Context: an optimization exercise on an open-source flow, tuned for small area. The choices shown serve that exercise and are no tape-out recipe. Only simulation tests tie the RTL to the original design; equivalence was not proved. No run shown here takes its clock network from TritonCTS; it comes from the design's own scripts or RTL. The flow treats the clock pin as an ideal source. Dropping or thinning the clock tree relies on that and would not hold on a real chip. Power is estimated from default activity; no workload was simulated.

### flow/design.v
`timescale 1ns / 1ps
module rca #(parameter N = 8) (a, b, ci, s);
input [N-1:0] a, b;
input ci;
output [N-1:0] s;
wire [N:0] c;
assign c[0] = ci;
genvar i;
generate for (i = 0; i < N; i = i + 1) begin : fa
  assign s[i] = a[i] ^ b[i] ^ c[i];
  assign c[i+1] = (a[i] & b[i]) | (c[i] & (a[i] ^ b[i]));
end endgenerate
endmodule
`timescale 1ns / 1ps
module todoPID(clk,rst,yactual,referencia,ena2,PWMin);
input clk,rst;
input [8:0]yactual,referencia;
output reg ena2;
output reg [17:0]PWMin;
reg [5:0]  L;
reg [8:0]  H;
reg [17:0] J;       
reg [8:0]  yp;      
wire w = ena2;
wire k8  = ~w & L[3] & ~L[2] & ~L[1] & ~L[0];
wire k12 = ~w & L[3] &  L[2] & ~L[1] & ~L[0];
wire k13 = ~w & L[3] &  L[2] & ~L[1] &  L[0];
wire k16 = ~w & L[4] & ~L[1] & ~L[0];
wire k18 = ~w & L[4] &  L[1];
wire last = w & H[8] & H[7] & H[2] & H[1] & L[5] & L[3] & L[0];  
wire [5:0] Ln;
rca #(6) incl(L, 6'd0, 1'b1, Ln);
wire [8:0] Hn;
rca #(9) inch(H, 9'd0, w & (&L), Hn);
wire [8:0] dx;
rca #(9) sub(k8 ? referencia : yp, ~yactual, k8, dx);
wire [8:0] e = dx & {9{k8}};    
wire [8:0] nd = dx;
wire [17:0] ca = {{6{e[8]}},e,3'b0};
wire [17:0] cb = ~{{9{e[8]}},e};
wire [17:0] cs = J ^ ca ^ cb;
wire [17:0] cc = (J & ca) | (cb & (J ^ ca));
wire [17:0] je;
rca #(18) add_j(cs, {cc[16:0],1'b1}, 1'b0, je);
wire [16:0] Jh = J[17:1];
wire [16:0] pwh;
wire ts1 = Jh[6] ^ H[3];
wire tc2 = Jh[6] & H[3];
wire ts3 = Jh[7] ^ H[4] ^ H[7];
wire tc4 = (Jh[7] & H[4]) | (H[7] & (Jh[7] ^ H[4]));
wire ts5 = Jh[8] ^ H[5] ^ H[8];
wire tc6 = (Jh[8] & H[5]) | (H[8] & (Jh[8] ^ H[5]));
wire ts7 = Jh[3] ^ H[0] ^ H[3];
wire tc8 = (Jh[3] & H[0]) | (H[3] & (Jh[3] ^ H[0]));
wire ts9 = Jh[4] ^ H[1] ^ H[4];
wire tc10 = (Jh[4] & H[1]) | (H[4] & (Jh[4] ^ H[1]));
wire ts11 = yp[1] ^ yp[3];
wire tc12 = yp[1] & yp[3];
wire ts13 = Jh[5] ^ H[2] ^ H[5];
wire tc14 = (Jh[5] & H[2]) | (H[5] & (Jh[5] ^ H[2]));
wire ts15 = yp[2] ^ yp[4] ^ yp[5];
wire tc16 = (yp[2] & yp[4]) | (yp[5] & (yp[2] ^ yp[4]));
wire ts17 = ts1 ^ H[6] ^ yp[0];
wire tc18 = (ts1 & H[6]) | (yp[0] & (ts1 ^ H[6]));
wire ts19 = yp[3] ^ yp[5] ^ yp[6];
wire tc20 = (yp[3] & yp[5]) | (yp[6] & (yp[3] ^ yp[5]));
wire ts21 = ts3 ^ yp[1] ^ yp[4];
wire tc22 = (ts3 & yp[1]) | (yp[4] & (ts3 ^ yp[1]));
wire ts23 = yp[6] ^ yp[7] ^ tc2;
wire tc24 = (yp[6] & yp[7]) | (tc2 & (yp[6] ^ yp[7]));
wire ts25 = ts5 ^ yp[2] ^ yp[5];
wire tc26 = (ts5 & yp[2]) | (yp[5] & (ts5 ^ yp[2]));
wire ts27 = yp[7] ^ yp[8] ^ tc4;
wire tc28 = (yp[7] & yp[8]) | (tc4 & (yp[7] ^ yp[8]));
wire ts29 = Jh[9] ^ H[6] ^ yp[3];
wire tc30 = (Jh[9] & H[6]) | (yp[3] & (Jh[9] ^ H[6]));
wire ts31 = yp[6] ^ yp[8] ^ tc6;
wire tc32 = (yp[6] & yp[8]) | (tc6 & (yp[6] ^ yp[8]));
wire ts33 = Jh[10] ^ H[7] ^ yp[4];
wire tc34 = (Jh[10] & H[7]) | (yp[4] & (Jh[10] ^ H[7]));
wire ts35 = Jh[11] ^ H[8];
wire tc36 = Jh[11] & H[8];
wire ts37 = Jh[1] ^ H[1];
wire tc38 = Jh[1] & H[1];
wire ts39 = Jh[2] ^ H[2] ^ yp[1];
wire tc40 = (Jh[2] & H[2]) | (yp[1] & (Jh[2] ^ H[2]));
wire ts41 = ts7 ^ yp[0] ^ yp[2];
wire tc42 = (ts7 & yp[0]) | (yp[2] & (ts7 ^ yp[0]));
wire ts43 = ts9 ^ ts11 ^ yp[4];
wire tc44 = (ts9 & ts11) | (yp[4] & (ts9 ^ ts11));
wire ts45 = ts13 ^ ts15 ^ tc10;
wire tc46 = (ts13 & ts15) | (tc10 & (ts13 ^ ts15));
wire ts47 = ts17 ^ ts19 ^ tc14;
wire tc48 = (ts17 & ts19) | (tc14 & (ts17 ^ ts19));
wire ts49 = ts21 ^ ts23 ^ tc18;
wire tc50 = (ts21 & ts23) | (tc18 & (ts21 ^ ts23));
wire ts51 = ts25 ^ ts27 ^ tc22;
wire tc52 = (ts25 & ts27) | (tc22 & (ts25 ^ ts27));
wire ts53 = ts29 ^ ts31 ^ tc26;
wire tc54 = (ts29 & ts31) | (tc26 & (ts29 ^ ts31));
wire ts55 = ts33 ^ yp[7] ^ tc30;
wire tc56 = (ts33 & yp[7]) | (tc30 & (ts33 ^ yp[7]));
wire ts57 = ts35 ^ yp[5] ^ yp[8];
wire tc58 = (ts35 & yp[5]) | (yp[8] & (ts35 ^ yp[5]));
wire ts59 = Jh[12] ^ yp[6];
wire tc60 = Jh[12] & yp[6];
wire ts61 = Jh[0] ^ H[0];
wire tc62 = Jh[0] & H[0];
wire ts63 = ts37 ^ yp[0] ^ yp[1];
wire tc64 = (ts37 & yp[0]) | (yp[1] & (ts37 ^ yp[0]));
wire ts65 = ts39 ^ yp[2] ^ tc38;
wire tc66 = (ts39 & yp[2]) | (tc38 & (ts39 ^ yp[2]));
wire ts67 = ts41 ^ yp[3] ^ tc40;
wire tc68 = (ts41 & yp[3]) | (tc40 & (ts41 ^ yp[3]));
wire ts69 = ts43 ^ tc8 ^ tc42;
wire tc70 = (ts43 & tc8) | (tc42 & (ts43 ^ tc8));
wire ts71 = ts45 ^ tc12 ^ tc44;
wire tc72 = (ts45 & tc12) | (tc44 & (ts45 ^ tc12));
wire ts73 = ts47 ^ tc16 ^ tc46;
wire tc74 = (ts47 & tc16) | (tc46 & (ts47 ^ tc16));
wire ts75 = ts49 ^ tc20 ^ tc48;
wire tc76 = (ts49 & tc20) | (tc48 & (ts49 ^ tc20));
wire ts77 = ts51 ^ tc24 ^ tc50;
wire tc78 = (ts51 & tc24) | (tc50 & (ts51 ^ tc24));
wire ts79 = ts53 ^ tc28 ^ tc52;
wire tc80 = (ts53 & tc28) | (tc52 & (ts53 ^ tc28));
wire ts81 = ts55 ^ tc32 ^ tc54;
wire tc82 = (ts55 & tc32) | (tc54 & (ts55 ^ tc32));
wire ts83 = ts57 ^ tc34 ^ tc56;
wire tc84 = (ts57 & tc34) | (tc56 & (ts57 ^ tc34));
wire ts85 = ts59 ^ tc36 ^ tc58;
wire tc86 = (ts59 & tc36) | (tc58 & (ts59 ^ tc36));
wire ts87 = Jh[13] ^ yp[7] ^ tc60;
wire tc88 = (Jh[13] & yp[7]) | (tc60 & (Jh[13] ^ yp[7]));
wire ts89 = Jh[14] ^ yp[8];
wire tc90 = Jh[14] & yp[8];
wire ps0 = ts61 ^ yp[0];
wire pc0 = ts61 & yp[0];
wire ps1 = ts63 ^ tc62 ^ pc0;
wire pc1 = (ts63 & tc62) | (pc0 & (ts63 ^ tc62));
wire ps2 = ts65 ^ tc64 ^ pc1;
wire pc2 = (ts65 & tc64) | (pc1 & (ts65 ^ tc64));
wire ps3 = ts67 ^ tc66 ^ pc2;
wire pc3 = (ts67 & tc66) | (pc2 & (ts67 ^ tc66));
wire ps4 = ts69 ^ tc68 ^ pc3;
wire pc4 = (ts69 & tc68) | (pc3 & (ts69 ^ tc68));
wire ps5 = ts71 ^ tc70 ^ pc4;
wire pc5 = (ts71 & tc70) | (pc4 & (ts71 ^ tc70));
wire ps6 = ts73 ^ tc72 ^ pc5;
wire pc6 = (ts73 & tc72) | (pc5 & (ts73 ^ tc72));
wire ps7 = ts75 ^ tc74 ^ pc6;
wire pc7 = (ts75 & tc74) | (pc6 & (ts75 ^ tc74));
wire ps8 = ts77 ^ tc76 ^ pc7;
wire pc8 = (ts77 & tc76) | (pc7 & (ts77 ^ tc76));
wire ps9 = ts79 ^ tc78 ^ pc8;
wire pc9 = (ts79 & tc78) | (pc8 & (ts79 ^ tc78));
wire ps10 = ts81 ^ tc80 ^ pc9;
wire pc10 = (ts81 & tc80) | (pc9 & (ts81 ^ tc80));
wire ps11 = ts83 ^ tc82 ^ pc10;
wire pc11 = (ts83 & tc82) | (pc10 & (ts83 ^ tc82));
wire ps12 = ts85 ^ tc84 ^ pc11;
wire pc12 = (ts85 & tc84) | (pc11 & (ts85 ^ tc84));
wire ps13 = ts87 ^ tc86 ^ pc12;
wire pc13 = (ts87 & tc86) | (pc12 & (ts87 ^ tc86));
wire ps14 = ts89 ^ tc88 ^ pc13;
wire pc14 = (ts89 & tc88) | (pc13 & (ts89 ^ tc88));
wire ps15 = Jh[15] ^ tc90 ^ pc14;
wire pc15 = (Jh[15] & tc90) | (pc14 & (Jh[15] ^ tc90));
wire ps16 = Jh[16] ^ pc15;
wire pc16 = Jh[16] & pc15;
assign pwh = {ps16, ps15, ps14, ps13, ps12, ps11, ps10, ps9, ps8, ps7, ps6, ps5, ps4, ps3, ps2, ps1, ps0};
always @(posedge clk) begin
  if (rst | last) begin
    L <= 0; ena2 <= 0;
  end else begin
    L <= Ln;
    if (k18) ena2 <= 1'b1;
  end
  H <= k8 ? {yactual[8], ~yactual[7:0]} : (Hn & {9{w | ~L[4]}});
  if (rst) begin
    J <= 18'd219304; yp <= 0; PWMin <= 0;
  end else begin
    J <= je;
    if (k12) yp <= {~nd[8], nd[7:0]};
    if (k13) PWMin <= {pwh, J[0]};
    if (k16) yp <= yactual;
  end
end
endmodule
### flow/flow/run.sh
#!/bin/bash
# Own layout flow: the standard synthesis; then the full adders are used in
# the polarity that needs fewer inverters (flow/fixpol.py) and the plain logic
# around them is re-mapped with ABC for area (flow/reabc.tcl), twice; then the standard flow's
# standard layout steps, with buf_1 port buffers and a one-level clock tree
# (flow/cts_manual.tcl: the flip-flops split into a few groups by location, one
# clock buffer per group, driven from the clock port).
set -euo pipefail
R=orfs/results/$FLOW_PLATFORM/todoPID/base
export PRE_CTS_TCL="$PWD/flow/cts_manual.tcl"
export MANUAL_CTS_PORT=clk MANUAL_CTS_GROUPS=${MANUAL_CTS_GROUPS:-4} MANUAL_CTS_BUF=${MANUAL_CTS_BUF:-sky130_fd_sc_hd__clkbuf_8}
export BUFFER_PORTS_ARGS="-buffer_cell sky130_fd_sc_hd__buf_1"
bash standard.sh synth > synth.log 2>&1
cp $R/1_2_yosys.v synth_standard.v
YOSYS=yosys
[ -x "$FLOW_HOME/../tools/install/yosys/bin/yosys" ] && YOSYS="$FLOW_HOME/../tools/install/yosys/bin/yosys"
export LIB="$FLOW_HOME/platforms/$FLOW_PLATFORM/lib/sky130_fd_sc_hd__tt_025C_1v80.lib"
export NETLIST="$PWD/$R/1_2_yosys.v"
export DELAY_PS=$(python3 -c "print(int(round(float('$FLOW_PERIOD_NS') * 1000)))")
export DONT_USE="$(make -s -C "$FLOW_HOME" DESIGN_CONFIG="$PWD/config.mk" WORK_HOME="$PWD/orfs" print-DONT_USE_CELLS 2>/dev/null | sed 's/^DONT_USE_CELLS[:=] *//' | tail -1)"
echo "DONT_USE: $DONT_USE" > reabc.log
for pass in 1 2; do
  python3 flow/fixpol.py "$NETLIST" >> fixpol.log 2>&1
  "$YOSYS" -c flow/reabc.tcl >> reabc.log 2>&1
done
cp $R/1_2_yosys.v synth_final.v
rm -f $R/1_synth.odb
bash standard.sh finish > layout.log 2>&1
### flow/flow/cts_manual.tcl
# Sourced by ORFS's CTS step before it builds the clock tree (PRE_CTS_TCL).
# Replaces TritonCTS with a one-level tree: the clock sinks are split by
# location into MANUAL_CTS_GROUPS groups (k-means), and each group gets one
# clock buffer at its centre, driven straight from the clock port. The rest
# of the CTS step (legalization, timing repair) runs as usual.
rename clock_tree_synthesis _orfs_clock_tree_synthesis
proc clock_tree_synthesis {args} {
  set block [ord::get_db_block]
  set ngroups $::env(MANUAL_CTS_GROUPS)
  set master [[ord::get_db] findMaster $::env(MANUAL_CTS_BUF)]
  set port [$block findBTerm $::env(MANUAL_CTS_PORT)]
  set clknet [$port getNet]
  set sinks {}
  foreach it [$clknet getITerms] {
    set inst [$it getInst]
    set bb [$inst getBBox]
    set x [expr {([$bb xMin] + [$bb xMax]) / 2.0}]
    set y [expr {([$bb yMin] + [$bb yMax]) / 2.0}]
    lappend sinks [list $it $x $y]
  }
  set n [llength $sinks]
  puts "manual CTS: $n sinks on [$clknet getName], $ngroups groups of [$master getName]"
  # k-means, started from sinks spread along x
  set sorted [lsort -real -index 1 $sinks]
  set cx {}; set cy {}
  for {set g 0} {$g < $ngroups} {incr g} {
    set s [lindex $sorted [expr {int(($g + 0.5) * $n / $ngroups)}]]
    lappend cx [lindex $s 1]; lappend cy [lindex $s 2]
  }
  for {set iter 0} {$iter < 50} {incr iter} {
    set assign {}
    foreach s $sinks {
      set best 0; set bd 1e30
      for {set g 0} {$g < $ngroups} {incr g} {
        set d [expr {abs([lindex $s 1] - [lindex $cx $g]) + abs([lindex $s 2] - [lindex $cy $g])}]
        if {$d < $bd} { set bd $d; set best $g }
      }
      lappend assign $best
    }
    set nx {}; set ny {}
    for {set g 0} {$g < $ngroups} {incr g} {
      set sx 0; set sy 0; set c 0
      foreach s $sinks a $assign {
        if {$a == $g} { set sx [expr {$sx + [lindex $s 1]}]; set sy [expr {$sy + [lindex $s 2]}]; incr c }
      }
      if {$c > 0} { lappend nx [expr {$sx / $c}]; lappend ny [expr {$sy / $c}] } else { lappend nx [lindex $cx $g]; lappend ny [lindex $cy $g] }
    }
    set cx $nx; set cy $ny
  }
  for {set g 0} {$g < $ngroups} {incr g} {
    set net [odb::dbNet_create $block "clknet_m$g"]
    $net setSigType CLOCK
    set buf [odb::dbInst_create $block $master "clkbuf_m$g"]
    [$buf findITerm A] connect $clknet
    [$buf findITerm X] connect $net
    set c 0
    foreach s $sinks a $assign {
      if {$a == $g} { set it [lindex $s 0]; $it disconnect; $it connect $net; incr c }
    }
    set w [[$buf getMaster] getWidth]
    $buf setLocation [expr {int([lindex $cx $g] - $w / 2)}] [expr {int([lindex $cy $g])}]
    $buf setPlacementStatus PLACED
    puts "manual CTS: group $g: $c sinks, buffer at ([lindex $cx $g], [lindex $cy $g])"
  }
  set_propagated_clock [all_clocks]
}
### flow/flow/fixpol.py
#!/usr/bin/env python3
"""Push inverters through full-adder cells of a flat Yosys netlist.

A full adder is self-dual: FA(~a, ~b, ~c) = (~sum, ~cout). For each
sky130 fa cell, try using it in the other polarity (complementing its three
inputs and both outputs) and keep the change when the netlist ends up with
fewer inverter cells. The logic function of every net that existed before is
unchanged; only inverters are added or removed around the full adders.

usage: fixpol.py NETLIST.v  (rewrites the file in place)
"""
import copy, re, sys

INV = 'sky130_fd_sc_hd__inv_1'

def parse(text):
    cell_re = re.compile(r'^[ \t]*(sky130_fd_sc_hd__\w+)\s+(\S+)\s*\((.*?)\);[ \t]*\n', re.S | re.M)
    cells = {}
    order = []
    spans = []
    for m in cell_re.finditer(text):
        pins = {}
        for p, v in re.findall(r'\.(\w+)\(\s*(.*?)\s*\)', m.group(3), re.S):
            pins[p] = v.strip()
        cells[m.group(2)] = {'type': m.group(1), 'pins': pins}
        order.append(m.group(2))
        spans.append((m.start(), m.end()))
    return cells, order, spans

OUTS = ('X', 'Y', 'Q', 'Q_N', 'SUM', 'COUT', 'HI', 'LO')

def is_inv(c):
    return re.search(r'__(clk)?inv_\d+$', c['type']) is not None

class Net:
    def __init__(self, cells, fixed):
        self.cells = cells
        self.fixed = fixed
        self.n = 0
        self.rebuild()
    def rebuild(self):
        self.drv = {}
        self.lds = {}
        for name, c in self.cells.items():
            for p, v in c['pins'].items():
                if p in OUTS:
                    self.drv[v] = name
                else:
                    self.lds.setdefault(v, set()).add((name, p))
    def connect(self, cell, pin, net):
        old = self.cells[cell]['pins'].get(pin)
        if old is not None:
            if pin in OUTS:
                if self.drv.get(old) == cell:
                    del self.drv[old]
            else:
                self.lds.get(old, set()).discard((cell, pin))
        self.cells[cell]['pins'][pin] = net
        if pin in OUTS:
            self.drv[net] = cell
        else:
            self.lds.setdefault(net, set()).add((cell, pin))
    def remove(self, cell):
        for p, v in self.cells[cell]['pins'].items():
            if p in OUTS:
                if self.drv.get(v) == cell:
                    del self.drv[v]
            else:
                self.lds.get(v, set()).discard((cell, p))
        del self.cells[cell]
    def fresh(self, base):
        while True:
            self.n += 1
            name = '_fp%s%d_' % (base, self.n)
            if name not in self.drv and name not in self.lds:
                return name
    def new_inv(self, a):
        y = self.fresh('n')
        name = self.fresh('i')
        self.cells[name] = {'type': INV, 'pins': {}}
        self.connect(name, 'A', a)
        self.connect(name, 'Y', y)
        return y
    def inv_of(self, net):
        for (c, p) in self.lds.get(net, ()):
            if p == 'A' and is_inv(self.cells[c]):
                return self.cells[c]['pins']['Y']
        return None
    def move_loads(self, src, dst):
        for (c, p) in list(self.lds.get(src, ())):
            self.connect(c, p, dst)
    def flip(self, f):
        pins = self.cells[f]['pins']
        for p in ('A', 'B', 'CIN'):
            x = pins[p]
            d = self.drv.get(x)
            if d is not None and is_inv(self.cells[d]):
                self.connect(f, p, self.cells[d]['pins']['A'])
            else:
                y = self.inv_of(x) or self.new_inv(x)
                self.connect(f, p, y)
        for p in ('SUM', 'COUT'):
            o = pins[p]
            o2 = self.fresh('o')
            self.connect(f, p, o2)
            for (c, q) in list(self.lds.get(o, ())):
                if c in self.cells and q == 'A' and is_inv(self.cells[c]) \
                        and self.cells[c]['pins']['Y'] not in self.fixed:
                    t = self.cells[c]['pins']['Y']
                    self.remove(c)
                    self.move_loads(t, o2)
            if self.lds.get(o) or o in self.fixed:
                name = self.fresh('i')
                self.cells[name] = {'type': INV, 'pins': {}}
                self.connect(name, 'A', o2)
                self.connect(name, 'Y', o)
        self.cleanup()
    def cleanup(self):
        changed = True
        while changed:
            changed = False
            for name in list(self.cells):
                c = self.cells.get(name)
                if c is None or not is_inv(c):
                    continue
                y = c['pins']['Y']
                if not self.lds.get(y) and y not in self.fixed:
                    self.remove(name); changed = True; continue
                d = self.drv.get(c['pins']['A'])
                if d is not None and is_inv(self.cells[d]) and y not in self.fixed:
                    self.move_loads(y, self.cells[d]['pins']['A'])
                    self.remove(name); changed = True
    def ninv(self):
        return sum(1 for c in self.cells.values() if is_inv(c))

def main():
    path = sys.argv[1]
    text = open(path).read()
    cells, order, spans = parse(text)
    body = text[:spans[0][0]] + ''.join(
        text[spans[i][1]:spans[i + 1][0]] for i in range(len(spans) - 1)) + text[spans[-1][1]:]
    fixed = set()
    for m in re.finditer(r'^\s*(input|output|inout)\s+(\[[^\]]*\]\s*)?([^;]+);', body, re.M):
        for n in m.group(3).split(','):
            n = n.strip()
            if m.group(2):
                lo, hi = sorted(int(x) for x in re.findall(r'\d+', m.group(2)))
                fixed.update('%s[%d]' % (n, i) for i in range(lo, hi + 1))
            fixed.add(n)
    for m in re.finditer(r'^\s*assign\s+(.*?);', body, re.M | re.S):
        for tok in re.findall(r'\\\S+|[A-Za-z_][\w$]*(?:\s*\[\d+\])?', m.group(1)):
            fixed.add(re.sub(r'\s+', '', tok))
    net = Net(cells, fixed)
    before = net.ninv()
    fas = [n for n in order if re.search(r'__fa_\d+$', cells[n]['type'])]
    # carry chains: runs of full adders linked COUT -> CIN (through at most one inverter)
    def nxt(nt, f):
        o = nt.cells[f]['pins']['COUT']
        for (c, p) in nt.lds.get(o, ()):
            if p == 'CIN' and c in fas:
                return c
            if p == 'A' and is_inv(nt.cells[c]):
                for (c2, p2) in nt.lds.get(nt.cells[c]['pins']['Y'], ()):
                    if p2 == 'CIN' and c2 in fas:
                        return c2
        return None
    def chains(nt):
        succ = {f: nxt(nt, f) for f in fas}
        heads = set(fas) - set(v for v in succ.values() if v)
        out = []
        for h in heads:
            ch = [h]
            while succ[ch[-1]] and len(ch) < 64:
                ch.append(succ[ch[-1]])
            out.append(ch)
        return out
    for it in range(20):
        improved = False
        cands = [[f] for f in fas]
        for ch in chains(net):
            for i in range(len(ch)):
                for j in range(i + 2, len(ch) + 1):
                    cands.append(ch[i:j])
        for group in cands:
            if any(f not in net.cells for f in group):
                continue
            trial = copy.deepcopy(net)
            for f in group:
                trial.flip(f)
            if trial.ninv() < net.ninv():
                net = trial
                improved = True
        if not improved:
            break
    after = net.ninv()
    # write back: header/wires/assigns as they were, then every cell
    nets_new = sorted({v for c in net.cells.values() for v in c['pins'].values() if v.startswith('_fp')})
    head_end = body.index(';', body.index('module')) + 1
    decl = ''.join('  wire %s;\n' % n for n in nets_new)
    endm = body.rindex('endmodule')
    out = body[:head_end] + '\n' + decl + body[head_end:endm]
    for name, c in net.cells.items():
        pins = ',\n'.join('    .%s(%s )' % (p, v) for p, v in c['pins'].items())
        out += '  %s %s (\n%s\n  );\n' % (c['type'], name, pins)
    out += body[endm:]
    open(path, 'w').write(out)
    print('fixpol: %d full adders, inverters %d -> %d' % (len(fas), before, after))

main()
### flow/flow/reabc.tcl
# Re-map the plain logic of the synthesized netlist with ABC, keeping the
# full/half adders and the flip-flops (and so every register name) as they are.
yosys read_liberty -ignore_miss_func $::env(LIB)
yosys read_verilog $::env(NETLIST)
yosys hierarchy -top $::env(FLOW_TOP)
yosys setattr -mod -set blackbox 1 sky130_fd_sc_hd__fa_* sky130_fd_sc_hd__ha_* sky130_fd_sc_hd__df* sky130_fd_sc_hd__edf* sky130_fd_sc_hd__sdf* sky130_fd_sc_hd__conb_*
yosys flatten
yosys opt -purge
set du {}
foreach c $::env(DONT_USE) { lappend du -dont_use $c }
yosys abc -liberty $::env(LIB) {*}$du -D $::env(DELAY_PS) -script "+strash;dch,-f;amap;topo;stime,-c;buffer,-c;upsize,-c;dnsize,-c"
yosys opt_clean -purge
yosys stat -liberty $::env(LIB)
yosys write_verilog -noattr -nohex -nodec $::env(NETLIST)
### flow/standard.sh
#!/bin/bash
# synth_recipe.tcl (not shown) runs the flow's synth.tcl, then flattens the netlist and writes it again
# the make line also repeats each setting of config.mk as NAME=value (left out here)
make -C /OpenROAD-flow-scripts/flow DESIGN_CONFIG=/design/flow/config.mk WORK_HOME=/design/flow/orfs CLKGATE_MAP_FILE= SYNTH_SCRIPT=/design/flow/synth_recipe.tcl "${@:-finish}"
### flow/config.mk
export PLATFORM = sky130hd
export DESIGN_NAME = todoPID
export DESIGN_NICKNAME = todoPID
export VERILOG_FILES = /design/flow/design.v
export SDC_FILE = /design/flow/constraint.sdc
export NUM_CORES = 4
export LEC_CHECK = 0
export CAP_MARGIN = 20
export CORE_MARGIN = 2
export CORE_UTILIZATION = 70
export GPL_TIMING_DRIVEN = 0
export SLEW_MARGIN = 20
### flow/constraint.sdc
create_clock -name core_clock -period 10.0 [get_ports {clk}]
set_input_delay 2.0000 -clock core_clock [delete_from_list [all_inputs] [get_ports {clk}]]
set_output_delay 2.0000 -clock core_clock [all_outputs]
set_load 0.01 [all_outputs]
==> impl_metrics.toml, run 1 <==
[clock_network]
worst_skew_pair.late_latency_ns = 0.16
clkTransAtPathRegs_ns = 0.10
cts_resized = 0
postCtsSetupBuffers = 0
hold_buffers = 0

[pwr]
power.net_switching_mw = 0.343
vdd_drop_max_v = 0.000156
p_per_area_mw_per_mm2 = 201
internal_power_mw = 0.558
total_power_mw = 0.901
power_leakage_nw = 1.83
seq_power_share_pct = 34.4
clkPwrFrac_pct = 11.1
pwr-share-comb_pct = 54.5
p_sw_share_pct = 38.1

[setup_path]
crit_start = "referencia[0]"
worst-path-buf-inv = 3
r2r-end = "J[16]"
cp-endpoint = "J[16]"
path_common_cell = "fa_1"
critical_path_depth = 25
required_ns = 10.09
cp-end-kind = "flop"
crit_type = "input port to flop"
crit_fanout = 2
cpLargestDelayFamily = "adder cells"
setup.worst_path.start_class = "input port"
critical-path-max-stage-delay_ns = 0.48
rrSetupSlack_ns = 0.68
slowest_stage = "fa_1"
reg2reg_depth = 29
timing.rr.start = "ena2"
cp_data_arrival_time_ns = 9.72

[sta]
fin_crit_sh_pct = 96.2
setup_ws_ns = 0.376
drv_slew = 0
fmax_mhz = 104
min_period_ns = 9.62
setup_violations = 0
rsz0062_at_grt = "no"
holdWs_ns = 0.486
hold_viol_final = 0
setup_tns_ns = 0
worstMarginPinSlew_ns = 1.02
maxSlewHeadroom_pct = 31.3
fin_worst_skew_ns = 0.0118

[drt]
vias = 2733
drc = 0
ant_nets = 0
firstDrtPassIters = 4
drt-initial-drc-count = 163
wirelength_um = 7900
via_per_inst = 5.84
routedWlPerCell_um = 16.9

[global_route]
grt_pass1_wl_um = 13000
antenna_found_initial = 0
grt_pass1_vias = 2794
grt_max_degree = 44
overflow = 0
track_usage_pct = 25.8

[outcome]
status = "timing/DRC/antenna clean"

[placement]
numPortBuffers = 38
gp_congestion = 0.860
dp_slack_ns = 0.0172
dp_hpwl_um = 6490

[die]
die_area_mm2 = 0.00659
io_pins = 39
die_height_um = 81.2
start_util_pct = 71.3
core-area_mm2 = 0.00585
die_w_um = 81.2
rows = 28

[finish]
drive_gt1_share_pct = 5.34
diodes = 0
fillers = 390
final_nets = 525
area_delta_synth_final_pct = 7.23

[flow_run]
drv_cap = 0

[synthesis]
synth_area_per_cell_um2 = 11.9
synth_area_mm2 = 0.00417
ys_warn_count = 1
synth_fp_nets = 481
synth_cells = 351

[min_path]
hp-class = "flop to flop"
==> how the worst min path moves through the flow <==
| stage | from | end | cells after the start |
|---|---|---|---|
| global route | L[0] | L[0] | 1 |
| CTS | L[0] | L[0] | 1 |
| floorplan | L[0] | L[0] | 1 |
| detailed placement | L[0] | L[0] | 1 |
| finish | L[0] | L[0] | 1 |
| global placement | L[0] | L[0] | 1 |
==> layout make-up <==
cell class	count	area [um^2]	area share, %
timing repair buffer	38	144	3.22
inverter	32	120	2.68
multi-input combinational	253	2820	63.0
sequential	61	1220	27.3
tap	75	93.8	2.10
buffer	9	75.1	1.68
==> power by group through the flow <==
stage	Sequential [mW]	Combinational (mW)	Clock (mW)
global placement	0.316	0.479	0
floorplan	0.307	0.389	0
global route	0.317	0.579	0.110
finish	0.310	0.491	0.100
CTS	0.312	0.508	0.101
detailed placement	0.317	0.503	0
==> worst reg2reg max path, delay by kind of cell, from the launching register on <==
kind            cells  cell delay [ns]
fa+ha+maj          19             7.09
simple gates        5             0.98
buf+inv             4             0.63
flops               1             0.38
compound gates      1             0.19
==> sequential cells by signal, indices dropped and copies added, names as in the netlist <==
register	flops
H	9
J	18
L	6
PWMin	18
ena2	1
yp	9
==> metal layers <==
layer	vias up	track usage [%]	part of all wire, %
met5	-	0	0
met4	0	4.24	1.9
met3	14	1.67	3.8
met2	58	46.1	53
met1	1409	35.7	42
li1	1252	-	-
==> metrics by stage <==
step / instance area (um^2) / instances / util [%]
finish: 4470 / 468 / 76.5
global route: 4470 / 468 / 76.5
CTS: 4470 / 468 / 76.3
detailed placement: 4410 / 464 / 75.4
global placement: 4410 / 464 / 75.4
floorplan: 4170 / 351 / -
==> placed cells by master (no fill, tap or decap), types with 2 or more instances in the layout <==
| master | n |
|---|---|
| nor2b_1 | 11 |
| clkbuf_8 | 4 |
| o22ai_1 | 18 |
| inv_2 | 2 |
| buf_1 | 37 |
| ha_1 | 25 |
| or2_2 | 5 |
| buf_2 | 2 |
| nand2_1 | 10 |
| nor3_1 | 2 |
| nor2_1 | 49 |
| a22oi_1 | 18 |
| clkbuf_1 | 4 |
| o21ai_0 | 4 |
| a2111oi_0 | 8 |
| o21ai_2 | 2 |
| a21oi_1 | 2 |
| inv_1 | 29 |
| nor2_2 | 3 |
| fa_1 | 85 |
| dfxtp_1 | 61 |
| nand4_1 | 2 |
==> inputs of run 2 (changes only) <==
--- a/flow/config.mk
+++ b/flow/config.mk
@@ -5,8 +5,8 @@
 export SDC_FILE = /design/flow/constraint.sdc
 export NUM_CORES = 4
 export LEC_CHECK = 0
-export CAP_MARGIN = 20
+export CAP_MARGIN = 0
 export CORE_MARGIN = 2
 export CORE_UTILIZATION = 70
 export GPL_TIMING_DRIVEN = 0
-export SLEW_MARGIN = 20
+export SLEW_MARGIN = 0
==> run 2 against run 1 <==
Compared with the run above: still clean on timing, DRC and antenna; setup slack unchanged; clock power about the same; cell area unchanged; combinational power about the same; synthesized cell count unchanged; critical path depth unchanged; cell count unchanged; via count unchanged; total power unchanged; largest cell class unchanged.
==> impl_metrics.toml, run 2 <==
[synthesis]
ys_warn_count = 1
synth_fp_nets = 481
synth_area_per_cell_um2 = 11.9
synth_cells = 351
synth_area_mm2 = 0.00417

[sta]
rsz0062_at_grt = "no"
setup_violations = 0
min_period_ns = 9.62
hold_viol_final = 0
fin_crit_sh_pct = 96.2
fin_worst_skew_ns = 0.0118
maxSlewHeadroom_pct = 31.3
fmax_mhz = 104
setup_tns_ns = 0
worstMarginPinSlew_ns = 1.02
drv_slew = 0

[setup_path]
path_common_cell = "fa_1"
cpLargestDelayFamily = "adder cells"
r2r-end = "J[16]"
rrSetupSlack_ns = 0.68
crit_fanout = 2
required_ns = 10.09
timing.rr.start = "ena2"
crit_type = "input port to flop"
worst-path-buf-inv = 3
reg2reg_depth = 29
critical-path-max-stage-delay_ns = 0.48
cp-end-kind = "flop"
cp_data_arrival_time_ns = 9.72
setup.worst_path.start_class = "input port"
critical_path_depth = 25
slowest_stage = "fa_1"

[placement]
numPortBuffers = 38
dp.cells = 464
gp_congestion = 0.860
dp_hpwl_um = 6490

[pwr]
internal_power_mw = 0.558
seq_power_share_pct = 34.4
power.net_switching_mw = 0.343
p_sw_share_pct = 38.1
vdd_drop_max_v = 0.000156
clkPwrFrac_pct = 11.1
p_per_area_mw_per_mm2 = 201
power_leakage_nw = 1.83
pwr-share-comb_pct = 54.5
total_power_mw = 0.901

[global_route]
overflow = 0
track_usage_pct = 25.8
grt_max_degree = 44
grt_pass1_vias = 2794
antenna_found_initial = 0
grt_pass1_wl_um = 13000

[min_path]
hp-class = "flop to flop"
min_from = "L[0]"
holdPathEnd = "L[0]"
holdPathStages = 1

[die]
rows = 28
die_height_um = 81.2
die_area_mm2 = 0.00659
core-area_mm2 = 0.00585
die_w_um = 81.2
start_util_pct = 71.3
io_pins = 39

[finish]
diodes = 0
final_nets = 525
top_regs = "J: 18 flops, PWMin: 18 flops"
fillers = 390
fin_util_pct = 76.5
drive_gt1_share_pct = 5.34
area_delta_synth_final_pct = 7.23
fin_cells = 468
final_common_cell = "fa_1"
layout_common_cells = "fa_1 (85), dfxtp_1 (61), nor2_1 (49), buf_1 (37), inv_1 (29)"

[drt]
vias = 2733
routedWlPerCell_um = 16.9
firstDrtPassIters = 4
drc = 0
via_per_inst = 5.84
drt-initial-drc-count = 163
wirelength_um = 7900
ant_nets = 0

[clock_network]
worst_skew_pair.late_latency_ns = 0.16
clkTransAtPathRegs_ns = 0.10
hold_buffers = 0

[flow_run]
drv_cap = 0

[outcome]
status = "timing/DRC/antenna clean"
## run 2: cell counts in the layout (fill, tap and decap cells not counted)
Identical to the previous run, type by type.
## run 2: area by class of cell
class                      instances  area [um^2]  share of cell area [%]
inverter                          32          120                    2.68
sequential                        61         1220                    27.3
multi-input combinational        253         2820                    63.0
tap                               75         93.8                    2.10
timing repair buffer              38          144                    3.22
buffer                             9         75.1                    1.68
## run 2: through the flow
step | worst slack [ns] | hold slack (ns) | cell area, um^2
5_1_grt | 0.000674 | 0.505 | 4470
3_3_place_gp | 0.195 | 0.450 | 4410
3_5_place_dp | 0.0172 | 0.462 | 4410
2_1_floorplan | 0.588 | 0.425 | 4170
4_1_cts | 0.206 | 0.487 | 4470
6_report | 0.376 | 0.486 | 4470
## run 2: per-layer routing
| metal | track usage (%) | part of all wire (%) | vias to the layer above |
|---|---|---|---|
| met5 | 0 | 0 | - |
| met4 | 4.24 | 1.9 | 0 |
| met3 | 1.67 | 3.8 | 14 |
| met2 | 46.1 | 53 | 58 |
| met1 | 35.7 | 42 | 1409 |
| li1 | - | - | 1252 |
## run 2: power groups by stage
stage	combinational [mW]	clock, mW	sequential (mW)
2_1_floorplan	0.389	0	0.307
3_3_place_gp	0.479	0	0.316
3_5_place_dp	0.503	0	0.317
4_1_cts	0.508	0.101	0.312
5_1_grt	0.579	0.110	0.317
6_report	0.491	0.100	0.310
## run 2: repair_timing
action,in CTS,in global routing
buffers inserted,0,0
setup endpoints to repair,0,2
gates resized for setup,0,4
## run 2: worst max-delay path by stage
stage / from / end
after floorplan: referencia[0] / J[17]
after global placement: referencia[0] / J[17]
after detailed placement: referencia[0] / J[17]
after CTS: referencia[0] / J[17]
after global routing: referencia[0] / J[16]
final: referencia[0] / J[16]
## run 2: worst register-to-register path: cells and delay by family (launching register included)
family	cells	cell delay (ns)
fa+ha+maj	19	7.09
compound gates	1	0.19
flops	1	0.38
buf+inv	4	0.63
simple gates	5	0.98
==> inputs of run 3 (changes only) <==
--- a/flow/flow/reabc.tcl
+++ b/flow/flow/reabc.tcl
@@ -8,7 +8,7 @@
 yosys opt -purge
 set du {}
 foreach c $::env(DONT_USE) { lappend du -dont_use $c }
-yosys abc -liberty $::env(LIB) {*}$du -D $::env(DELAY_PS) -script "+strash;dch,-f;amap;topo;stime,-c;buffer,-c;upsize,-c;dnsize,-c"
+yosys abc -liberty $::env(LIB) {*}$du -D $::env(DELAY_PS) -script "+strash;dch,-f;amap;topo;stime,-c;buffer,-c"
 yosys opt_clean -purge
 yosys stat -liberty $::env(LIB)
 yosys write_verilog -noattr -nohex -nodec $::env(NETLIST)
==> run 3 against run 2 <==
Compared with the run above: still clean on timing, DRC and antenna; core utilization rose by 0.84 points; first-iteration DRC count is the same; sequential power about the same; worst hold slack improved by 0.016 ns; setup slack gained 0.025 ns; combinational power grew 2%; cell count unchanged; via count is 0.29% lower; total power rose by 1.2%; register-to-register slack improved by 0.07 ns.
==> impl_metrics.toml, run 3 <==
[setup_path]
cpLargestDelayFamily = "adder cells"
setup.worst_path.start_class = "input port"
path_common_cell = "fa_1"
crit_fanout = 2
slowest_stage = "fa_1"
crit_type = "input port to flop"
reg2reg_depth = 29
cp-end-kind = "flop"
r2r-end = "J[16]"
cp_data_arrival_time_ns = 9.68
worst-path-buf-inv = 3
timing.rr.start = "ena2"
rrSetupSlack_ns = 0.75
critical-path-max-stage-delay_ns = 0.51
required_ns = 10.08

[sta]
min_period_ns = 9.60
hold_viol_final = 0
worstMarginPinSlew_ns = 0.980
maxSlewHeadroom_pct = 34.2
fin_worst_skew_ns = 0.0360
rsz0062_at_grt = "no"
setup_tns_ns = 0
fin_crit_sh_pct = 96.0
setup_ws_ns = 0.401
setup_violations = 0
drv_slew = 0
fmax_mhz = 104

[pwr]
pwr-share-comb_pct = 54.9
vdd_drop_max_v = 0.000164
power.net_switching_mw = 0.350
clkPwrFrac_pct = 11.2
p_sw_share_pct = 38.4
total_power_mw = 0.912
power_leakage_nw = 1.89
internal_power_mw = 0.562
p_per_area_mw_per_mm2 = 200
seq_power_share_pct = 33.9

[finish]
layout_common_cells = "fa_1 (85), dfxtp_1 (61), nor2_1 (50), buf_1 (37), inv_1 (30)"
diodes = 0
drive_gt1_share_pct = 8.91
top_regs = "J: 18 flops, PWMin: 18 flops"
fillers = 405
final_nets = 525
final_common_cell = "fa_1"
area_delta_synth_final_pct = 7.41

[die]
die_w_um = 81.8
die_area_mm2 = 0.00669
io_pins = 39
core-area_mm2 = 0.00589
rows = 28
start_util_pct = 72.0
die_height_um = 81.8

[drt]
routedWlPerCell_um = 17.3
drc = 0
drt-initial-drc-count = 163
ant_nets = 0
vias = 2725
wirelength_um = 8090
firstDrtPassIters = 4
via_per_inst = 5.82

[placement]
dp_hpwl_um = 6730
numPortBuffers = 38
gp_congestion = 0.834
dp_slack_ns = 0.0455

[global_route]
overflow = 0
grt_max_degree = 44
antenna_found_initial = 0
grt_pass1_vias = 2839
track_usage_pct = 26.7
grt_pass1_wl_um = 13500

[synthesis]
synth_area_per_cell_um2 = 12.1
synth_cells = 351
ys_warn_count = 1
synth_fp_nets = 481
synth_area_mm2 = 0.00424

[min_path]
holdPathStages = 2
min_from = "PWMin[10]"
holdPathEnd = "PWMin[10]"
hp-class = "flop to flop"

[clock_network]
cts_resized = 0
postCtsSetupBuffers = 0
worst_skew_pair.late_latency_ns = 0.17
hold_buffers = 0
clkTransAtPathRegs_ns = 0.08

[outcome]
status = "timing/DRC/antenna clean"

[flow_run]
drv_cap = 0
run 3: how the worst max path moves through the flow:
stage / start / endpoint / cells past startpoint
after global routing: referencia[0] / J[16] / 25
after floorplan: referencia[0] / J[17] / 24
after CTS: referencia[0] / J[17] / 25
after detailed placement: referencia[0] / J[17] / 25
final: referencia[0] / J[16] / 25
after global placement: referencia[0] / J[17] / 25
run 3: routing by layer:
metal  track usage (%)  routed length, um  share of wire (%)
met2              47.0               4340                 54
met4              6.17                231                2.9
met3              1.21                336                4.2
met5                 0                  0                  0
met1              37.3               3190                 39
run 3: tightest hold or removal path: stages (launching register included):
cell     delay [ns]
dfxtp_1        0.33
a22oi_1        0.06
nor2_1         0.08
run 3: power by group through the flow:
| stage | Sequential (mW) | Combinational, mW | Clock (mW) |
|---|---|---|---|
| global placement | 0.316 | 0.478 | 0 |
| finish | 0.309 | 0.500 | 0.102 |
| detailed placement | 0.316 | 0.512 | 0 |
| global route | 0.316 | 0.587 | 0.112 |
| CTS | 0.310 | 0.515 | 0.104 |
| floorplan | 0.306 | 0.389 | 0 |
run 3: cell type report:
class | instances | area (um^2) | share of cell area [%]
Sequential cell | 61 | 1220 | 26.8
Buffer | 9 | 124 | 2.72
Timing Repair Buffer | 38 | 144 | 3.16
Inverter | 32 | 120 | 2.64
Tap cell | 75 | 93.8 | 2.06
Multi-Input combinational cell | 253 | 2850 | 62.6
run 3: per-stage QoR:
step,area [um^2],hold WS (ns),instances,utilization [%]
after detailed placement,4470,0.485,464,76.0
after CTS,4530,0.507,468,77.0
after floorplan,4240,0.432,351,-
final,4550,0.502,468,77.3
after global placement,4470,0.459,464,76.0
after global routing,4550,0.532,468,77.3
==> inputs of run 4 (changes only) <==
--- a/flow/flow/reabc.tcl
+++ b/flow/flow/reabc.tcl
@@ -8,7 +8,7 @@
 yosys opt -purge
 set du {}
 foreach c $::env(DONT_USE) { lappend du -dont_use $c }
-yosys abc -liberty $::env(LIB) {*}$du -D $::env(DELAY_PS) -script "+strash;dch,-f;amap;topo;stime,-c;buffer,-c"
+yosys abc -liberty $::env(LIB) {*}$du -script "+strash;dch,-f;amap;topo"
 yosys opt_clean -purge
 yosys stat -liberty $::env(LIB)
 yosys write_verilog -noattr -nohex -nodec $::env(NETLIST)
==> run 4 against run 3 <==
Compared with the run above: global-route usage up 1.9 points; cell count fell by 1.3%; core utilization grew 2.2 points; critical endpoint unchanged; still clean; largest cell class unchanged; combinational power down 3%; worst hold slack gained 0.0025 ns; first-iteration DRC count down 12%; clock power barely moved.
==> impl_metrics.toml, run 4 <==
[outcome]
status = "timing/DRC/antenna clean"

[global_route]
overflow = 0
grt_max_degree = 44
grt_pass1_wl_um = 14000
antenna_found_initial = 0
track_usage_pct = 28.7
grt_pass1_vias = 2873

[drt]
vias = 2767
drc = 0
via_per_inst = 5.99
ant_nets = 0
routedWlPerCell_um = 18.1
wirelength_um = 8380
firstDrtPassIters = 4
drt-initial-drc-count = 143

[sta]
maxSlewHeadroom_pct = 30.8
drv_slew = 0
hold_viol_final = 0
rsz0062_at_grt = "no"
setup_tns_ns = 0
fin_crit_sh_pct = 96.8
setup_violations = 0
fin_worst_skew_ns = 0.0297
worstMarginPinSlew_ns = 1.03
min_period_ns = 9.68
fmax_mhz = 103

[clock_network]
worst_skew_pair.late_latency_ns = 0.17
clkTransAtPathRegs_ns = 0.09
hold_buffers = 0

[pwr]
total_power_mw = 0.899
power_leakage_nw = 1.71
vdd_drop_max_v = 0.000179
p_per_area_mw_per_mm2 = 202

[finish]
layout_common_cells = "fa_1 (84), dfxtp_1 (61), nor2_1 (49), buf_1 (37), clkinv_1 (30)"
final_nets = 522
drive_gt1_share_pct = 3.33
diodes = 0
final_common_cell = "fa_1"
top_regs = "J: 18 flops, PWMin: 18 flops"
fillers = 367
postLayoutCellArea_mm2 = 0.00446
area_delta_synth_final_pct = 8.00

[setup_path]
cp-end-kind = "flop"
crit_fanout = 2
rrSetupSlack_ns = 0.54
cp_data_arrival_time_ns = 9.77
crit_type = "input port to flop"
crit_start = "referencia[0]"
reg2reg_depth = 29
setup.worst_path.start_class = "input port"
r2r-end = "J[16]"
timing.rr.start = "ena2"
cp-endpoint = "J[16]"
required_ns = 10.09

[flow_run]
drv_cap = 0

[placement]
gp_congestion = 0.826
dp_hpwl_um = 6450
numPortBuffers = 38
placed_area_mm2 = 0.00436

[min_path]
hp-class = "flop to flop"

[die]
io_pins = 39
die_height_um = 80.8
rows = 27
start_util_pct = 73.6
core-area_mm2 = 0.00561
die_w_um = 80.8
die_area_mm2 = 0.00653

[synthesis]
synth_area_mm2 = 0.00413
synth_cells = 346
ys_warn_count = 1
synth_fp_nets = 476
synth_area_per_cell_um2 = 11.9
## run 4: how the worst min path moves through the flow
stage	from	end	slack [ns]	depth (start not counted)
5_1_grt	L[5]	L[5]	0.53	1
4_1_cts	PWMin[12]	PWMin[12]	0.50	2
2_1_floorplan	L[0]	L[0]	0.43	1
6_report	PWMin[12]	PWMin[12]	0.50	2
3_5_place_dp	L[0]	L[0]	0.48	1
3_3_place_gp	L[0]	L[0]	0.47	1
## run 4: timing repair
item | CTS | global route
endpoints found under the setup margin | 0 | 4
setup buffers | 0 | 2
resized for setup | 0 | 9
endpoints found under the hold margin | 0 | 0
## run 4: layer usage
layer | track usage [%] | vias up | share of wire (%)
met5 | 0 | - | 0
met3 | 3.67 | 25 | 5.5
li1 | - | 1249 | -
met1 | 38.9 | 1408 | 41
met2 | 49.3 | 85 | 51
met4 | 8.14 | 0 | 3.1
## run 4: layout make-up
class / instances / area (um^2) / share of cell area, %
repair buffers: 40 / 159 / 3.56
well taps: 72 / 90.1 / 2.02
inverters: 31 / 120 / 2.69
plain buffers: 4 / 55.1 / 1.23
flip-flops and latches: 61 / 1220 / 27.4
multi-input cells: 254 / 2810 / 63.1
## run 4: critical path, cell delays in order
cell and delay [ns]:
buf_1 0.07, o22ai_1 0.12, fa_2 0.42, fa_1 0.43
fa_1 0.44, fa_1 0.45, fa_1 0.46, fa_1 0.44
fa_1 0.42, fa_1 0.51, nor2_4 0.16, clkinv_1 0.12
fa_1 0.47, fa_1 0.44, fa_1 0.39, fa_1 0.39
fa_1 0.38, fa_1 0.38, clkinv_1 0.06, fa_1 0.17
fa_1 0.19, fa_1 0.19, fa_1 0.19, fa_1 0.41
nand2_1 0.07
## run 4: metrics by stage
| step | setup slack [ns] | util (%) | hold slack [ns] | cells |
|---|---|---|---|---|
| 2_1_floorplan | 0.541 | - | 0.430 | 346 |
| 3_3_place_gp | 0.121 | 77.8 | 0.471 | 456 |
| 3_5_place_dp | 0.00232 | 77.8 | 0.476 | 456 |
| 4_1_cts | 0.00631 | 78.8 | 0.502 | 460 |
| 5_1_grt | 0.0169 | 79.5 | 0.532 | 462 |
| 6_report | 0.322 | 79.5 | 0.505 | 462 |
## run 4: power breakdown
part	internal (mW)	switching [mW]	leakage [nW]
Clock	0.0372	0.0659	0.0288
Sequential	0.274	0.0379	0.497
Combinational	0.243	0.242	1.19
Total	0.553	0.346	1.71
==> inputs of run 5 (changes only) <==
--- a/flow/flow/fixpol.py
+++ b/flow/flow/fixpol.py
@@ -72,7 +72,7 @@
         while True:
             self.n += 1
             name = '_fp%s%d_' % (base, self.n)
-            if name not in self.drv and name not in self.lds:
+            if name not in self.drv and name not in self.lds and name not in self.cells:
                 return name
     def new_inv(self, a):
         y = self.fresh('n')
--- a/flow/config.mk
+++ b/flow/config.mk
@@ -7,6 +7,6 @@
 export LEC_CHECK = 0
 export CAP_MARGIN = 0
 export CORE_MARGIN = 2
-export CORE_UTILIZATION = 70
+export CORE_UTILIZATION = 65
 export GPL_TIMING_DRIVEN = 0
 export SLEW_MARGIN = 0
==> run 5 against run 4 <==
Compared with the run above: clock power hardly changed; core utilization is 7.9 points lower; register-to-register slack better by 0.12 ns; sequential cell count stayed put; clock skew is 0.012 ns lower; cell area is 0.22% higher; total power is 1.5% lower; routed wire length is 5.1% lower; die area is 7.3% higher; sequential share of layout area is 0.061 points lower; largest cell class unchanged.
==> impl_metrics.toml, run 5 <==
[drt]
wirelength_um = 7960
routedWlPerCell_um = 17.0
ant_nets = 0
drc = 0
via_per_inst = 5.86
vias = 2735
drt-initial-drc-count = 107
firstDrtPassIters = 4

[setup_path]
critical-path-max-stage-delay_ns = 0.52
setup.worst_path.start_class = "input port"
required_ns = 10.10
cp_data_arrival_time_ns = 9.68
cp-end-kind = "flop"
crit_fanout = 2
crit_type = "input port to flop"
path_common_cell = "fa_1"
slowest_stage = "fa_1"

[sta]
setup_violations = 0
fmax_mhz = 104
maxSlewHeadroom_pct = 21.0
fin_worst_skew_ns = 0.0182
hold_viol_final = 0
drv_slew = 0
fin_crit_sh_pct = 95.7
min_period_ns = 9.57
rsz0062_at_grt = "no"
worstMarginPinSlew_ns = 1.17

[die]
io_pins = 39
die_area_mm2 = 0.00701
start_util_pct = 66.2
die_height_um = 83.7
core-area_mm2 = 0.00624
die_w_um = 83.7
rows = 29

[outcome]
status = "timing/DRC/antenna clean"

[finish]
postLayoutCellArea_mm2 = 0.00447
final_nets = 522
layout_common_cells = "fa_1 (84), dfxtp_1 (61), nor2_1 (49), buf_1 (37), clkinv_1 (30)"
area_delta_synth_final_pct = 8.24
diodes = 0
drive_gt1_share_pct = 3.59
final_common_cell = "fa_1"
top_regs = "J: 18 flops, PWMin: 18 flops"

[placement]
gp_congestion = 0.880
placed_area_mm2 = 0.00437
numPortBuffers = 38
dp_hpwl_um = 6240

[pwr]
p_per_area_mw_per_mm2 = 198
total_power_mw = 0.885
power_leakage_nw = 1.72
vdd_drop_max_v = 0.000181

[synthesis]
ys_warn_count = 1
synth_area_per_cell_um2 = 11.9
synth_cells = 346
synth_fp_nets = 476
synth_area_mm2 = 0.00413

[global_route]
track_usage_pct = 24.4
antenna_found_initial = 0
grt_max_degree = 44
grt_pass1_vias = 2817
grt_pass1_wl_um = 13700
overflow = 0

[min_path]
hp-class = "flop to flop"

[clock_network]
clkTransAtPathRegs_ns = 0.11
worst_skew_pair.late_latency_ns = 0.16

[flow_run]
drv_cap = 0
==> run 5: changes by cell type in the layout (fill, tap and decap cells not counted) <==
cell and delta:
nand2_4 +1, o21ai_2 +1, o21ai_1 -1, nand2_2 -1, nor2_4 -1, nor2_2 +1
==> run 5: worst paths after layout <==
check / startpoint / end / slack (ns) / cells after the start
max: referencia[0] / J[16] / 0.43 / 25
min: PWMin[0] / PWMin[0] / 0.50 / 2
max reg2reg: ena2 / J[16] / 0.66 / 29
min reg2reg: PWMin[0] / PWMin[0] / 0.50 / 2
==> run 5: layout make-up <==
class,instances,area [um^2]
Buffer,4,55.1
Fill cell,488,1770
Inverter,31,120
Multi-Input combinational cell,254,2820
Sequential cell,61,1220
Tap cell,77,96.3
Timing Repair Buffer,40,159
==> run 5: timing repair <==
item,4_1_cts,5_1_grt
hold buffers,0,0
endpoints found under the setup margin,1,3
cloned,0,0
resized for setup,1,9
buffers inserted,0,2
pin swaps,0,3
==> run 5: metal layers <==
metal	wire length [um]	track usage, %
met1	3500	36.8
met2	3940	40.0
met3	405	1.68
met4	106	4.69
met5	0	0
==> run 5: worst max-delay path: cells and delay by family <==
kind                     cells  cell delay [ns]
AO/OA/AOI/OAI                1             0.11
buffers and inverters        3             0.25
adder cells (fa/ha/maj)     19             7.06
AND/OR/NAND/NOR              2             0.27
==> run 5: power breakdown <==
group          switching (mW)  internal, mW  leakage (nW)  total, mW
clock network          0.0653        0.0372        0.0288      0.102
registers              0.0377         0.274         0.497      0.311
logic                   0.234         0.238          1.19      0.472
total                   0.337         0.549          1.72      0.885
==> run 5: metrics by stage <==
step | setup slack, ns | cells | util (%) | setup TNS (ns) | hold WS, ns
floorplan | 0.541 | 346 | - | 0 | 0.430
global placement | 0.0889 | 461 | 70.0 | 0 | 0.472
detailed placement | -0.0722 | 461 | 70.0 | -0.0722 | 0.480
CTS | 0.127 | 465 | 70.9 | 0 | 0.504
global route | 0.0339 | 467 | 71.6 | 0 | 0.522
finish | 0.428 | 467 | 71.6 | 0 | 0.497

-- re-timing with driven ports --
No port has a modelled driver above. Below, the same layouts with a new extraction and two added sets of constraints. Step 1 assumes that a clkbuf_16 drives the clock port and a buf_2 every other input. Step 2 also shifts input and output timing later by t, the mid clock arrival at the registers, as if the neighbouring blocks saw the same clock. Slacks: ideal / step 1 / step 2; pairs: ideal / step 1.
run	t, ns	setup slack, ns	cell pins on the clock port's net
run 1	0.214	0.376 / 0.412 / 0.197	4
run 2	0.214	0.376 / 0.412 / 0.197	4
run 3	0.218	0.401 / 0.441 / 0.223	4
run 4	0.219	0.322 / 0.362 / 0.143	4
run 5	0.213	0.428 / 0.467 / 0.254	4
After both steps setup and hold are still met in every run listed.
